Context: an optimization exercise on an open-source flow, tuned for small area, a short achievable clock period and few clock cycles. The choices shown serve that exercise and are no tape-out recipe.
In this exercise RTL edits were held to simulation tests only and were not proved equivalent to the original.
Power and IR drop assume default switching activity.

Setup of gamma:
==> flow/design.v <==
module pcounter(
    input            clk,
    input            clr,
    input            cp,
    output reg [3:0] pc
    );
    always @(posedge clk)
        if (clr)
            pc <= 4'd1;
        else if (cp)
            pc <= pc + 4'd1;
endmodule
module ram(
    input            clk,
    input            we,
    input      [3:0] wa,
    input      [7:0] wd,
    input      [3:0] ia,
    output     [7:0] id,
    input      [3:0] oa,
    output     [7:0] od,
    output     [7:0] d0
    );
    reg [7:0] mem [0:15];
    always @(posedge clk)
        if (we)
            mem[wa] <= wd;
    assign id = mem[ia];
    assign od = mem[oa];
    assign d0 = mem[0];
endmodule
module controller(
    input  [3:0] op,
    output       lda,
    output       add,
    output       sub,
    output       out,
    output       hlt
    );
    assign lda = (op == 4'h0);
    assign add = (op == 4'h1);
    assign sub = (op == 4'h2);
    assign out = (op == 4'he);
    assign hlt = (op == 4'hf);
endmodule
module sap1(
    input        clk,
    input        clr,
    input        prog_we,
    input  [3:0] prog_addr,
    input  [7:0] prog_data,
    output [7:0] OUT,
    output       out_valid,
    output       halted,
    output [7:0] ACC
    );
    reg  [7:0] f_ir;      
    reg        e_valid;   
    reg        e_lda, e_add, e_sub, e_out, e_hlt;
    reg  [7:0] opnd;      
    reg  [7:0] a_reg;
    reg        hlt_r;
    reg        ov_r;
    wire [3:0] pc;
    wire [7:0] inst_data;
    wire [7:0] opnd_data;
    wire [7:0] mem0;
    wire       lda, add, sub, out, hlt;
    ram ram (
        .clk(clk),
        .we(prog_we),
        .wa(prog_addr),
        .wd(prog_data),
        .ia(pc),
        .id(inst_data),
        .oa(f_ir[3:0]),
        .od(opnd_data),
        .d0(mem0)
    );
    controller controller (
        .op(f_ir[7:4]),
        .lda(lda),
        .add(add),
        .sub(sub),
        .out(out),
        .hlt(hlt)
    );
    wire run = !hlt_r;
    pcounter program_counter (
        .clk(clk),
        .clr(clr),
        .cp(run),
        .pc(pc)
    );
    wire wr0 = prog_we && (prog_addr == 4'd0);
    always @(posedge clk)
        if (clr)
            f_ir <= wr0 ? prog_data : mem0;
        else if (run)
            f_ir <= inst_data;
    always @(posedge clk)
        if (clr)
            e_valid <= 1'b0;
        else if (run)
            e_valid <= 1'b1;
    always @(posedge clk)
        if (run) begin
            e_lda <= lda;
            e_add <= add;
            e_sub <= sub;
            e_out <= out;
            e_hlt <= hlt;
            opnd  <= opnd_data;
        end
    wire [7:0] a_in  = e_lda ? 8'd0 : a_reg;
    wire [7:0] b_in  = e_sub ? ~opnd : opnd;
    wire [7:0] a_sum = a_in + b_in + {7'd0, e_sub};
    always @(posedge clk)
        if (clr)
            a_reg <= 8'd0;
        else if (run && e_valid && (e_lda || e_add || e_sub))
            a_reg <= a_sum;
    wire e_outv = e_valid && e_out;
    wire hlt_next = (e_valid && e_hlt) || (hlt && !e_outv);
    always @(posedge clk)
        if (clr)
            hlt_r <= 1'b0;
        else if (run && hlt_next)
            hlt_r <= 1'b1;
    always @(posedge clk)
        if (clr)
            ov_r <= 1'b0;
        else
            ov_r <= run && e_outv;
    assign OUT = a_reg;
    assign ACC = a_reg;
    assign out_valid = ov_r;
    assign halted = hlt_r;
endmodule
make LEC_CHECK=0 CAP_MARGIN=20 CORE_MARGIN=2 CORE_UTILIZATION=40 SLEW_MARGIN=20 finish   # period 4.0 ns
run.sh (not shown) runs the stock make flow with config.mk's settings and CLKGATE_MAP_FILE= SYNTH_SCRIPT=/design/flow/synth_recipe.tcl, a recipe that flattens the netlist after the stock synthesis.
gamma: full flow OK, the timing, design-rule and antenna checks passed
Testbench counts of gamma, summed over its fixed seeds: cycles 7,923.
Changes in delta relative to gamma:
==> flow/design.v <==
module pcounter(
    input            clk,
    input            clr,
    input            cp,
    output reg [3:0] pc
    );
    always @(posedge clk)
        if (clr)
            pc <= 4'd1;
        else if (cp)
            pc <= pc + 4'd1;
endmodule
module ram(
    input            clk,
    input            we,
    input      [3:0] wa,
    input      [7:0] wd,
    input      [3:0] ia,
    output     [7:0] id,
    input      [3:0] oa,
    output     [7:0] od,
    output     [7:0] d0
    );
    reg [7:0] mem [0:15];
    always @(posedge clk)
        if (we)
            mem[wa] <= wd;
    assign id = mem[ia];
    assign od = mem[oa];
    assign d0 = mem[0];
endmodule
module controller(
    input  [3:0] op,        
    input  [3:0] nop,       
    output       lda,
    output       add,
    output       sub,
    output       out,
    output       hlt,       
    output       hlt_next   
    );
    assign lda = (op == 4'h0);
    assign add = (op == 4'h1);
    assign sub = (op == 4'h2);
    assign out = (op == 4'he);
    assign hlt = (op == 4'hf);
    assign hlt_next = hlt || ((nop == 4'hf) && !out);
endmodule
module sap1(
    input        clk,
    input        clr,
    input        prog_we,
    input  [3:0] prog_addr,
    input  [7:0] prog_data,
    output [7:0] OUT,
    output       out_valid,
    output       halted,
    output [7:0] ACC
    );
    reg  [7:0] ir;
    reg  [7:0] a_reg;
    reg        hlt_r;
    reg        ov_r;
    wire [3:0] pc;
    wire [7:0] inst_data;
    wire [7:0] opnd;
    wire       lda, add, sub, out, hlt, hlt_next;
    wire [7:0] mem0;
    ram ram (
        .clk(clk),
        .we(prog_we),
        .wa(prog_addr),
        .wd(prog_data),
        .ia(pc),
        .id(inst_data),
        .oa(ir[3:0]),
        .od(opnd),
        .d0(mem0)
    );
    controller controller (
        .op(ir[7:4]),
        .nop(inst_data[7:4]),
        .lda(lda),
        .add(add),
        .sub(sub),
        .out(out),
        .hlt(hlt),
        .hlt_next(hlt_next)
    );
    wire run = !hlt_r;
    pcounter program_counter (
        .clk(clk),
        .clr(clr),
        .cp(run),
        .pc(pc)
    );
    wire wr0 = prog_we && (prog_addr == 4'd0);
    always @(posedge clk)
        if (clr)
            ir <= wr0 ? prog_data : mem0;
        else if (run)
            ir <= inst_data;
    wire [7:0] a_in  = lda ? 8'd0 : a_reg;
    wire [7:0] b_in  = sub ? ~opnd : opnd;
    wire [7:0] a_sum = a_in + b_in + {7'd0, sub};
    always @(posedge clk)
        if (clr)
            a_reg <= 8'd0;
        else if (run && (lda || add || sub))
            a_reg <= a_sum;
    always @(posedge clk)
        if (clr)
            hlt_r <= 1'b0;
        else if (run && hlt_next)
            hlt_r <= 1'b1;
    always @(posedge clk)
        if (clr)
            ov_r <= 1'b0;
        else
            ov_r <= run && out;
    assign OUT = a_reg;
    assign ACC = a_reg;
    assign out_valid = ov_r;
    assign halted = hlt_r;
endmodule
==> run notes <==
The higher part of the total power dissipated in the clock network of delta and gamma is in delta.
Taking gamma as the reference, in delta cell internal power dissipation comparable, share of the synthesized area in compound gates (AO/OA/AOI/OAI) has decreased, final critical-path share of the clock period went up by 17 points.
Changes observed in delta relative to gamma: minimum setup slack after placement -0.27 ns, total design power -0.000031 W.
Testbench counts of delta, summed over its fixed seeds: cycles 7,603.

==> static timing again, ports no longer ideal <==
The results above use ideal ports. As a check the final layouts listed here were re-extracted and re-timed, cells and wires unchanged. Step 1: set_driving_cell puts a clkbuf_16 on clk and a buf_2 on each other input, an assumption about the parent block. Step 2 times the ports against the registers' clock, not the clock port: input delays grow and output delays shrink by t, the midpoint of the rising clock arrivals with the driver on. Three values: no drivers, after step 1, after step 2; two values: the first two.
run | shift t [ns] | slack for setup (ns) | slew at the worst register clock pin (ns)
gamma | 0.472 | 1.224 / 1.244 / 0.772 | 0.06 / 0.06
delta | 0.470 | 0.524 / 0.524 / 0.524 | 0.07 / 0.07
After both steps every run listed still meets setup and hold. The setup slack of gamma, which loses most, moves by +0.020 ns with the drivers and by -0.452 ns with both steps.
